Source: an optimization exercise on an open RTL-to-GDS flow (aim: small area, a short achievable clock period and few clock cycles per item). Production flows keep margins and buffers that such runs may drop.
Function was checked by simulation only, so behaviour that the tests miss may differ from the original.
Power figures rest on the tool's default switching activity, not on a simulated workload.

## flow/design.v

```verilog
`timescale 1ns / 1ps
module huffmandecode(
clk,
huffrst,
code,
hufftable,
symaddr,
symdata,
huffdata,
hufflength,
hufffinish
    );
input clk,huffrst;
input[15:0] code;
input[8*16-1:0] hufftable;
output [7:0] symaddr;       
input[7:0] symdata;         
output [7:0] huffdata;
output [7:0] hufflength;
output reg hufffinish;
reg [7:0] sa;
assign symaddr  = sa;
assign huffdata = sa;
reg [7:0] g;         
reg [7:0] ca;        
reg [1:0] w;         
reg [4:0] k;         
reg       h;         
reg       one;       
reg       hs;        
reg       fix;       
assign hufflength = {3'b000, k};
wire [7:0] c1   = hufftable[7:0];
wire [7:0] c2   = hufftable[15:8];
wire       b1   = code[15];
wire       b2   = code[14];
wire       hit1 = (c1[7:1] != 7'd0) | (c1[0] & ~b1);
wire       g1   = b1 & ~c1[0];                            
wire       big  = (c1[7:1] != 7'd0) | (c2[7:2] != 6'd0);
wire [1:0] a2   = c1[0] ? {b2, ~b2} : {b1, b2};           
function [5:0] first_entry(input [5:0] x);
    reg [2:0] c, b, gg, s, a;
    reg       h1, h2;
    begin
        c = {1'b0, x[4:3]};           
        b = x[2:0];                   
        h1 = x[5] & ~b[2];            
        gg = {2'b00, b[2] & ~x[5]};    
        gg = {gg[1:0], b[1]};           
        h2 = c > gg;
        gg = gg - c;                    
        s = {2'b00, x[5]} + c;        
        a = s + {gg[1:0], b[0]};       
        if (h1)      first_entry = {3'd0, b[2], 2'd0};
        else if (h2) first_entry = {2'd0, x[5] ? {b[1], ~b[1]} : b[2:1], 2'd0};
        else         first_entry = {1'b0, a, gg[1:0]};
    end
endfunction
function [64*6-1:0] first_table(input dummy);
    integer i;
    begin
        for (i = 0; i < 64; i = i + 1) first_table[6*i +: 6] = first_entry(i[5:0]);
    end
endfunction
localparam [64*6-1:0] FIRST = first_table(1'b0);
wire [5:0] first = FIRST[6*{c1[0], c2[1:0], code[15:13]} +: 6];
wire [3:0] a0   = first[5:2];
wire [1:0] g2   = first[1:0];
wire       short = fix | hs;                        
wire [9:0] gn   = {1'b0, g, w[1]} - {2'b00, ca};    
wire       hit  = gn[9];                            
wire       dead = ~gn[9] & gn[8];                   
wire       nf   = ~short & ~h & ~hit & (dead | k == 5'd15);   
wire [14:0]  selk = 15'd1 << k[3:0];
wire [12:0]  sel  = selk[14:2];
wire [103:0] cpad = hufftable[127:24];
wire [11:0]  bpad = {code[0], code[1], code[2], code[3], code[4], code[5],
                     code[6], code[7], code[8], code[9], code[10], code[11]};
wire [7:0]   grp [0:4];
wire [4:0]   grpb;
genvar gi;
generate
    for (gi = 0; gi < 4; gi = gi + 1) begin : fg
        assign grp[gi] = (cpad[8*(3*gi)   +: 8] & {8{sel[3*gi]}})
                       | (cpad[8*(3*gi+1) +: 8] & {8{sel[3*gi+1]}})
                       | (cpad[8*(3*gi+2) +: 8] & {8{sel[3*gi+2]}});
        assign grpb[gi] = (bpad[3*gi] & sel[3*gi]) | (bpad[3*gi+1] & sel[3*gi+1])
                        | (bpad[3*gi+2] & sel[3*gi+2]);
    end
endgenerate
assign grp[4]  = cpad[8*12 +: 8] & {8{sel[12]}};
assign grpb[4] = 1'b0;
wire [7:0] fetch_c = grp[0] | grp[1] | grp[2] | grp[3] | grp[4];    
wire       fetch_b = |grpb;                                           
always @(posedge clk) begin
    one   <= hit1;
    hs    <= (c1[0] & ~b1) | (c2[1:0] > {g1, b2});
    fix   <= big;
    if (~huffrst) begin
        g  <= {6'd0, g2};
        sa <= {4'd0, a0};
        ca <= hufftable[23:16];
        w  <= code[13:12];
    end else begin
        g  <= gn[7:0];
        sa <= ~hufffinish & h ? symdata : ~hufffinish & nf ? 8'hff
            : ~hufffinish & fix & (k == 5'd2) ? {6'd0, one ? {1'b0, b1} : a2}
            : sa + (gn[7:0] & {8{~hufffinish}}) + {7'd0, w[0] & ~hufffinish};
        ca <= fetch_c;
        w  <= {w[0], fetch_b};
    end
end
always @(posedge clk or negedge huffrst) begin
    if (~huffrst) begin
        hufffinish <= 1'b0;
        h <= 1'b0;
        k <= 5'd2;
    end else begin
        if (h | nf)
            hufffinish <= 1'b1;
        h <= short ? ~fix | (k == 5'd3) : hit;
        if (~hufffinish)
            k <= h ? (short ? {3'd0, ~one, one} : k) : nf ? 5'd0 : k + 5'd1;
    end
end
endmodule
```

## flow/flow/run.sh

```bash
#!/bin/bash
# The standard layout (standard.sh) with three changes: synthesis maps with
# ABC on flow/abc.script (flow/synth.tcl), the ports get plain buf_1 buffers,
# and repair_timing aims below the clock period (setup margin).
set -euo pipefail
W=$(pwd)
export BUFFER_PORTS_ARGS="-buffer_cell sky130_fd_sc_hd__buf_1"
export SETUP_SLACK_MARGIN=7.9
export FLOW_ABC_SCRIPT=$W/flow/abc.script
sed "s#SYNTH_SCRIPT=[^ ]*#SYNTH_SCRIPT=$W/flow/synth.tcl#" standard.sh > synth_step.sh
# synthesis also leaves out the full and half adder cells (the platform list
# plus fa/ha): ABC builds the adders from plain gates, which is smaller here.
bash synth_step.sh "DONT_USE_CELLS=sky130_fd_sc_hd__probe_p_8 sky130_fd_sc_hd__probec_p_8 sky130_fd_sc_hd__lpflow_bleeder_1 sky130_fd_sc_hd__lpflow_clkbufkapwr_1 sky130_fd_sc_hd__lpflow_clkbufkapwr_16 sky130_fd_sc_hd__lpflow_clkbufkapwr_2 sky130_fd_sc_hd__lpflow_clkbufkapwr_4 sky130_fd_sc_hd__lpflow_clkbufkapwr_8 sky130_fd_sc_hd__lpflow_clkinvkapwr_1 sky130_fd_sc_hd__lpflow_clkinvkapwr_16 sky130_fd_sc_hd__lpflow_clkinvkapwr_2 sky130_fd_sc_hd__lpflow_clkinvkapwr_4 sky130_fd_sc_hd__lpflow_clkinvkapwr_8 sky130_fd_sc_hd__lpflow_decapkapwr_12 sky130_fd_sc_hd__lpflow_decapkapwr_3 sky130_fd_sc_hd__lpflow_decapkapwr_4 sky130_fd_sc_hd__lpflow_decapkapwr_6 sky130_fd_sc_hd__lpflow_decapkapwr_8 sky130_fd_sc_hd__lpflow_inputiso0n_1 sky130_fd_sc_hd__lpflow_inputiso0p_1 sky130_fd_sc_hd__lpflow_inputiso1n_1 sky130_fd_sc_hd__lpflow_inputiso1p_1 sky130_fd_sc_hd__lpflow_inputisolatch_1 sky130_fd_sc_hd__lpflow_isobufsrc_1 sky130_fd_sc_hd__lpflow_isobufsrc_16 sky130_fd_sc_hd__lpflow_isobufsrc_2 sky130_fd_sc_hd__lpflow_isobufsrc_4 sky130_fd_sc_hd__lpflow_isobufsrc_8 sky130_fd_sc_hd__lpflow_isobufsrckapwr_16 sky130_fd_sc_hd__lpflow_lsbuf_lh_hl_isowell_tap_1 sky130_fd_sc_hd__lpflow_lsbuf_lh_hl_isowell_tap_2 sky130_fd_sc_hd__lpflow_lsbuf_lh_hl_isowell_tap_4 sky130_fd_sc_hd__lpflow_lsbuf_lh_isowell_4 sky130_fd_sc_hd__lpflow_lsbuf_lh_isowell_tap_1 sky130_fd_sc_hd__lpflow_lsbuf_lh_isowell_tap_2 sky130_fd_sc_hd__lpflow_lsbuf_lh_isowell_tap_4 sky130_fd_sc_hd__fill_1 sky130_fd_sc_hd__fill_2 sky130_fd_sc_hd__fill_4 sky130_fd_sc_hd__fill_8 sky130_fd_sc_hd__fa_1 sky130_fd_sc_hd__fa_2 sky130_fd_sc_hd__fa_4 sky130_fd_sc_hd__ha_1 sky130_fd_sc_hd__ha_2 sky130_fd_sc_hd__ha_4" synth > synth.log 2>&1
bash standard.sh > standard.log 2>&1
```

## flow/flow/abc.script

```
strash
dch -f
amap
strash
dch -f
amap
topo
stime -c
```

## flow/flow/synth.tcl

```tcl
# The standard flow's synthesis script (synth_recipe.tcl), with ABC run on flow/abc.script
# (area-oriented mapping) instead of ORFS's speed or area script.
proc synth {args} { yosys synth -nofsm -noshare {*}$args }
proc abc {args} {
  set i [lsearch -exact $args -script]
  if {$i >= 0} { lset args [expr {$i + 1}] $::env(FLOW_ABC_SCRIPT) }
  yosys abc {*}$args
}
source $::env(SCRIPTS_DIR)/synth.tcl
# left out here: clear keep_hierarchy, flatten, clean up, hide names made inside functions, write 1_2_yosys.v
```

## flow/standard.sh

```bash
#!/bin/bash
# synth_recipe.tcl (not shown) runs the flow's synth.tcl, then flattens the netlist and writes it again
# the make line also repeats each setting of config.mk as NAME=value (left out here)
make -C /OpenROAD-flow-scripts/flow DESIGN_CONFIG=/design/flow/config.mk WORK_HOME=/design/flow/orfs CLKGATE_MAP_FILE= SYNTH_SCRIPT=/design/flow/synth_recipe.tcl "${@:-finish}"
```

## flow/config.mk

```make
export PLATFORM = sky130hd
export DESIGN_NAME = huffmandecode
export DESIGN_NICKNAME = huffmandecode
export VERILOG_FILES = /design/flow/design.v
export SDC_FILE = /design/flow/constraint.sdc
export NUM_CORES = 8
export LEC_CHECK = 0
export CAP_MARGIN = 20
export CORE_MARGIN = 2
export CORE_UTILIZATION = 40
export SLEW_MARGIN = 20
export TNS_END_PERCENT = 5
```

## flow/constraint.sdc

```tcl
create_clock -name core_clock -period 11.0 [get_ports {clk}]
set_input_delay 2.2000 -clock core_clock [delete_from_list [all_inputs] [get_ports {clk}]]
set_output_delay 2.2000 -clock core_clock [all_outputs]
set_load 0.01 [all_outputs]
```

==> notes.md, run 1 <==
* Outcome: timing/DRC/antenna clean
* Crit-path max cell delay at 0.53 ns
* Ports at 179
* # rows at 29
* Slowest CP cell: dfrtp_4
* Most common library cells after synthesis: nor2_1 (52), nand2_1 (39), clkinv_1 (35)
* CTS max path bufs at 2
* Seq/Total Area, Yosys at 29.3%
* CTS H-tree lvls at 2
* Yosys warnings at 1
* Area Overhead vs Synth at 41.5%
* Input/output buffers at 175
* Grt ovf at 0
* Top-count cell post-synth: nor2_1
* FF+latch area at 764 µm²
* Synth top area cells: dfxtp_1 (22%), a222oi_1 (12%), nor2_1 (7.6%)
* Antenna cells at 0
* Pwr per Cell Area at 96.3 mW/mm²
* Die width at 84.4 µm
* RSZ-0062 raised after global routing: yes
* Minimum clock period at 3.17 ns
* Pin count of the biggest net entering global routing at 30
* Final net count at 704
* Post-Route WL at 10200 µm
* Crit path max fanout at 7
* Fin. max-slew vios at 0
* Vias in the first global route at 3307
* Fin Setup TNS at 0 ns
* Post-Route Skew at 0.00956 ns
* Crit path DAT at 0.97 ns
* HP Class: flop to flop
* R2R Setup Slk at 7.91 ns
* Avg Cell Area, Syn at 7.21 µm²
* Die H at 84.4 µm
* Max Clk Rate at 0.315 GHz
* WS Path Type: flop to primary output
* Post-synth top area cell: dfxtp_1
* Via count at 3673
* Synth cell types at 39
* Synth Instances at 358
* Placed inst area at 0.00333 mm²
* Drt drc at 0
* Asr flop ratio synth at 19.4%
* Worst skew pair latency at 0.30 ns
* # setup viols final at 0
* Max-cap viol count at 0
* Worst-Margin Slew at 0.891 ns
* Crit-path cells: buf_6
* CTS clk-pin slew, worst paths at 0.07 ns
* Largest delay share family, worst path: flip-flops
* Number of DRC markers in iteration 0 at 375
* Maximum VDD drop at 76.2 µV
* Clk sink count at 36
* Global Route Usage Sum at 27.2%
* Leakage at 1.23 nW
* DPL Wire Length at 8010 µm
* Final period util at 28.8%
* Fillers at 657
* Pwr Total at 352 µW
* Post-Synthesis Cell Area at 0.00258 mm²
* Multi-input combinational cell area at 0.00173 mm²
* TritonRoute pass-1 iters at 8
* Design Area, Final at 0.00365 mm²
* Clock tree from TritonCTS: done
* Initial antenna violation count at 0
* Worst setup SP type: flop
* Number of synthesized flops with an enable pin at 0
* Endpoints failing hold at 0
* Flops & latches, synth at 36
* Share of layout cells above drive strength 1 at 12.7%
* Clock Tree Root: clkbuf_8
* Core area at 0.00631 mm²
* Initial core utilization at 40.9%
* Required @ worst endpoint at 8.80 ns
* CTS Buf Count at 5
* Top FF cell, synth: dfxtp_1
* Slew headroom at 40.0%
* Final cell utilization of the core at 57.9%
* Avg WL per Cell at 16.3 µm
* First-pass GRT wire length at 15700 µm
* Die area at 0.00711 mm²
* Worst path bufs/invs at 1
* Top cell type's share of synthesized area at 22.5%
* CP endpoint kind: primary output
* Antenna-violating nets left at 0
* Vias per cell at 5.85
* Placer congestion estimate at 1.00
worst paths after layout:
check / startpoint / to / depth (start not counted)
min in group asynchronous: huffrst / k[4]$_DFFE_PN0P_ / 2
min reg2reg: w[0]$_DFF_P_ / w[1]$_DFF_P_ / 2
max reg2reg: g[0]$_DFF_P_ / sa[7]$_SDFF_PN0_ / 19
min: w[0]$_DFF_P_ / w[1]$_DFF_P_ / 2
max: hufffinish$_DFFE_PN0P_ / hufffinish / 1
max in group asynchronous: huffrst / k[1]$_DFFE_PN1P_ / 2
power breakdown:
part           internal, mW  switching [mW]
sequential            0.141         0.00650
clock                0.0670          0.0500
combinational        0.0362          0.0516
total                 0.244           0.108
layer usage:
| layer | GRT usage [%] | wire length [µm] |
|---|---|---|
| met5 | 0 | 0 |
| met4 | 4.76 | 95 |
| met3 | 9.14 | 1100 |
| met2 | 42.6 | 4620 |
| met1 | 37.3 | 4430 |
registers in the layout (all words and copies together), names as in the netlist:
signal and flops:
hufffinish 1, hs 1, sa 8, ca 8, g 8, k 5
one 1, h 1, w 2, fix 1
worst min-delay path: stages, from the launching register on:
cell and delay, ns:
dfxtp_1 0.30, clkinv_1 0.05, o22ai_1 0.06
what timing repair did:
| action | CTS | global route |
|---|---|---|
| hold buffers | 0 | 0 |
| pin swaps | 1 | 7 |
| setup buffers | 2 | 8 |
| setup endpoints to repair | 22 | 28 |
| gates resized for setup | 6 | 53 |
through the flow:
step | setup slack [ns] | hold slack (ns) | instances
2_1_floorplan | 7.73 | 0.435 | 360
3_3_place_gp | 7.34 | 0.454 | 610
3_5_place_dp | 7.14 | 0.461 | 610
4_1_cts | 7.74 | 0.472 | 620
5_1_grt | 7.68 | 0.518 | 628
6_report | 7.83 | 0.468 | 628
final cells by class:
class / instances / area share (%)
clock inverters: 3 / 1.16
flip-flops and latches: 36 / 20.9
multi-input cells: 278 / 47.4
repair buffers: 194 / 22.1
well taps: 77 / 2.64
clock buffers: 5 / 1.88
inverters: 35 / 3.83
placed cells by master (no fill, tap or decap), drive strengths merged, types with 2 or more instances in the layout:
cell type  instances
o21a               4
a222oi            31
a22o               3
nand3             11
buf              190
a21oi             12
nand2             39
dfrtp              6
conb               3
inv                7
a31oi              8
nor2              52
or4                2
clkinv            29
dfxtp             29
nand4              7
a21o               3
o21ai             33
clkbuf             9
o32a               2
o211ai             3
a22oi              3
nor4              10
or2                5
a211oi             4
nor3              12
o32ai              3
a41oi              2
a2111oi            2
a221oi             4
o22ai              5
nor2b              7
kinds of logic (layout without fill, tap and decap cells):
logic type / Yosys count / count (layout) / share of synthesized area, %
DFF: 36 / 36 / 29.3
other: 1 / 3 / 0.145
buffers and inverters: 46 / 237 / 8.29
AOI/OAI and AO/OA: 128 / 128 / 36.5
and+or+nand+nor: 147 / 147 / 25.8
Testbench counts, summed over its fixed seeds: cycles 9,412, items 2,048.
==> run 2: changes to the inputs <==
--- a/flow/flow/run.sh
+++ b/flow/flow/run.sh
@@ -5,7 +5,7 @@
 set -euo pipefail
 W=$(pwd)
 export BUFFER_PORTS_ARGS="-buffer_cell sky130_fd_sc_hd__buf_1"
-export SETUP_SLACK_MARGIN=7.9
+export SETUP_SLACK_MARGIN=7.8
 export FLOW_ABC_SCRIPT=$W/flow/abc.script
 sed "s#SYNTH_SCRIPT=[^ ]*#SYNTH_SCRIPT=$W/flow/synth.tcl#" standard.sh > synth_step.sh
 # synthesis also leaves out the full and half adder cells (the platform list
==> run 2 against run 1 <==
Still clean; flip-flop and latch count unchanged; via count decreased by 0.63%; critical path type unchanged; synthesized cell count unchanged; critical path depth unchanged; register-to-register slack got worse by 0.10 ns; sequential power about the same; highest routed layer unchanged; combinational power decreased by 2.9%; die area unchanged.
==> notes.md, run 2 <==
* Top-count cell post-synth: nor2_1
* Pin count of the biggest net entering global routing at 30 (unchanged)
* Synth Instances at 358 (unchanged)
* Pwr per Cell Area at 97.7 mW/mm² (+1.4%)
* Top cell type's share of synthesized area at 22.5% (unchanged)
* Top flop regs: ca (8), g (8), sa (8)
* Global Route Usage Sum at 27.2% (-0.041 points)
* Initial core utilization at 40.9% (unchanged)
* Worst path bufs/invs at 1 (unchanged)
* Core area at 0.00631 mm² (unchanged)
* Antenna cells at 0 (unchanged)
* # setup viols final at 0 (unchanged)
* Maximum VDD drop at 73.1 µV (-4.0%)
* Final net count at 699 (-0.71%)
* Post-synth top area cell: dfxtp_1
* CTS Hold Bufs at 0 (unchanged)
* Crit path max fanout at 16 (+9)
* Design Area, Final at 0.00358 mm² (-2.1%)
* Crit path DAT at 1.04 ns (+0.07 ns)
* Antenna-violating nets left at 0 (unchanged)
* Via count at 3650 (-0.63%)
* Required @ worst endpoint at 8.80 ns (about the same)
* Commonest non-fill, non-tap cells in the layout: buf_1 (174), nor2_1 (48), nand2_1 (39)
* Flops & latches, synth at 36 (unchanged)
* Synth top area cells: dfxtp_1 (22%), a222oi_1 (12%), nor2_1 (7.6%)
* Worst skew pair latency at 0.30 ns (about the same)
* Die H at 84.4 µm (unchanged)
* Worst r2r src: g[0]$_DFF_P_
* Max-cap viol count at 0 (unchanged)
* Slew headroom at 40.8% (+0.77 points)
* Worst-Margin Slew at 0.880 ns (-0.0115 ns)
* Synth cell types at 39 (unchanged)
* Initial antenna violation count at 0 (unchanged)
* Clk sink count at 36 (unchanged)
* RSZ-0062 raised after global routing: yes
* Vias per cell at 5.86 (+0.17%)
* Clock Tree Root: clkbuf_8
* Vias in the first global route at 3317 (+0.30%)
* Post-Route WL at 10100 µm (-1.1%)
* DPL Wire Length at 8010 µm (unchanged)
* Die area at 0.00711 mm² (unchanged)
* Fin Setup TNS at 0 ns (unchanged)
* Avg WL per Cell at 16.3 µm (-0.30%)
* Worst Hold Path EP: w[1]$_DFF_P_
* Multi-input combinational cell area at 0.00171 mm² (-1.4%)
* Number of DRC markers in iteration 0 at 363 (-3.2%)
* Clock tree from TritonCTS: done
* Most common cell after layout, fill and taps aside: buf_1
* Placer congestion estimate at 1.00 (unchanged)
* # rows at 29 (unchanged)
* FF+latch area at 762 µm² (-0.33%)
* Slowest CP cell: dfrtp_4
* TritonRoute pass-1 iters at 9 (+1)
* CTS H-tree lvls at 2 (unchanged)
* Share of layout cells above drive strength 1 at 8.97% (-3.7 points)
* Seq/Total Area, Yosys at 29.3% (unchanged)
* Final cell utilization of the core at 56.7% (-1.2 points)
* Max Clk Rate at 0.309 GHz (-2.0%)
* First-pass GRT wire length at 15600 µm (-0.18%)
* Final period util at 29.4% (+0.60 points)
* R2r endpoint: sa[7]$_SDFF_PN0_
* Number of synthesized flops with an enable pin at 0 (unchanged)
* Avg Cell Area, Syn at 7.21 µm² (unchanged)
* Reg2reg path depth at 19 (unchanged)
* Post-Synthesis Cell Area at 0.00258 mm² (unchanged)
* Worst setup SP type: flop
* Final std cells w/o fill at 623 (-0.80%)
* Placed inst area at 0.00333 mm² (unchanged)
* WS Path Type: flop to primary output
* Yosys warnings at 1 (unchanged)
* CTS max path bufs at 2 (unchanged)
* Crit-path cells: buf_1
* Top FF cell, synth: dfxtp_1
* CTS clk-pin slew, worst paths at 0.07 ns (about the same)
* Asr flop ratio synth at 19.4% (unchanged)
* CTS Buf Count at 5 (unchanged)
* Post-Route Skew at 0.00845 ns (-0.00110 ns)
* CP endpoint kind: primary output
* Crit-path max cell delay at 0.58 ns (+0.05 ns)
* Die width at 84.4 µm (unchanged)
* Ports at 179 (unchanged)
* Fillers at 668 (+1.7%)
* Area Overhead vs Synth at 38.5%
* Most common library cells after synthesis: nor2_1 (52), nand2_1 (39), clkinv_1 (35)
* Outcome: timing/DRC/antenna clean
* Largest delay share family, worst path: flip-flops
* Hold Startpoint: w[0]$_DFF_P_
* Hold path cells at 2 (unchanged)
* Placed insts at 610 (unchanged)
* Leakage at 1.19 nW (-3.6%)
* Endpoints failing hold at 0 (unchanged)
* Input/output buffers at 175 (unchanged)
* Drt drc at 0 (unchanged)
* Grt ovf at 0 (unchanged)
* HP Class: flop to flop
* R2R Setup Slk at 7.81 ns (-0.10 ns)
* Minimum clock period at 3.24 ns (+0.0663 ns)
* Fin. max-slew vios at 0 (unchanged)
* Critical path depth at 1 (unchanged)
==> run 2: changes by cell type in the layout (fill, tap and decap cells not counted), moves of 3 or more <==
cell,change
buf_1,+4
buf_4,-4
clkbuf_2,-3
clkinv_1,+3
nor2_1,+5
nor2_2,-4
==> run 2: layout make-up <==
class / count / area share [%]
timing repair buffer: 189 / 21.3
inverter: 35 / 3.81
clock buffer: 5 / 1.92
tap: 77 / 2.69
multi-input combinational: 278 / 47.7
clock inverter: 3 / 1.19
sequential: 36 / 21.3
==> run 2: kinds of logic (layout without fill, tap and decap cells) <==
kind of cell           count (synthesis)  after routing  synth area share [%]
DFF                                   36             36                  29.3
AOI/OAI and AO/OA                    128            128                  36.5
and+or+nand+nor                      147            147                  25.8
buffers and inverters                 46            232                  8.29
other                                  1              3                 0.145
==> run 2: what timing repair did <==
action,CTS,global route
pin swaps,0,6
resized for setup,5,31
gates cloned,0,0
buffers inserted,1,4
setup endpoints to repair,17,20
==> run 2: how the worst max path moves through the flow <==
stage / start / endpoint / slack [ns]
floorplan: hufftable[12] / fix$_DFF_P_ / 7.73
global placement: huffrst / ca[5]$_DFF_P_ / 7.34
detailed placement: huffrst / ca[5]$_DFF_P_ / 7.14
CTS: g[0]$_DFF_P_ / k[3]$_DFFE_PN0P_ / 7.69
global route: g[0]$_DFF_P_ / sa[7]$_SDFF_PN0_ / 7.55
finish: hufffinish$_DFFE_PN0P_ / hufffinish / 7.76
==> run 2: layer usage <==
metal | part of all wire [%] | routed length (µm) | GRT usage (%) | vias to the layer above
met2 | 45 | 4600 | 42.6 | 213
met3 | 11 | 1150 | 9.14 | 14
li1 | - | - | - | 1766
met1 | 42 | 4270 | 37.0 | 1657
met4 | 1.1 | 110 | 5.19 | 0
met5 | 0 | 0 | 0 | -
==> run 2: metrics by stage <==
stage | setup slack, ns | hold WS (ns) | power, mW
2_1_floorplan | 7.73 | 0.435 | 0.194
3_3_place_gp | 7.34 | 0.454 | 0.228
3_5_place_dp | 7.14 | 0.461 | 0.229
4_1_cts | 7.69 | 0.472 | 0.347
5_1_grt | 7.55 | 0.518 | 0.371
6_report | 7.76 | 0.468 | 0.349
==> run 2: power by group <==
part           total (mW)  switching [mW]  internal (mW)
sequential          0.147         0.00632          0.141
clock               0.117          0.0500         0.0670
combinational      0.0852          0.0502         0.0351

## port drivers added, routing unchanged
In the flow no input, the clock included, has a driving cell. The finished layouts below were timed again as built, in two steps. Step 1, drivers: a clkbuf_16 drives clk and a buf_2 each remaining input, both assumed. Step 2, shift: input delay + t, output delay - t, t = (earliest + latest rising clock arrival at the registers) / 2. This alone moves slack from input paths to output paths. a / b / c = ideal ports / drivers / drivers and shift; a / b = the first two.
| run | t (ns) | setup slack, ns | latest minus earliest clock arrival (ns) | worst register clock-pin slew, ns | worst data-port slew with drivers (ns) |
|---|---|---|---|---|---|
| run 1 | 0.321 | 7.830 / 7.804 / 7.598 | 0.010 / 0.010 | 0.08 / 0.08 | 0.06 |
| run 2 | 0.321 | 7.764 / 7.738 / 7.480 | 0.009 / 0.009 | 0.08 / 0.08 | 0.06 |
After both steps every run listed still meets setup and hold. The setup slack of run 2, which loses most, moves by -0.026 ns with the drivers and by -0.284 ns with both steps.
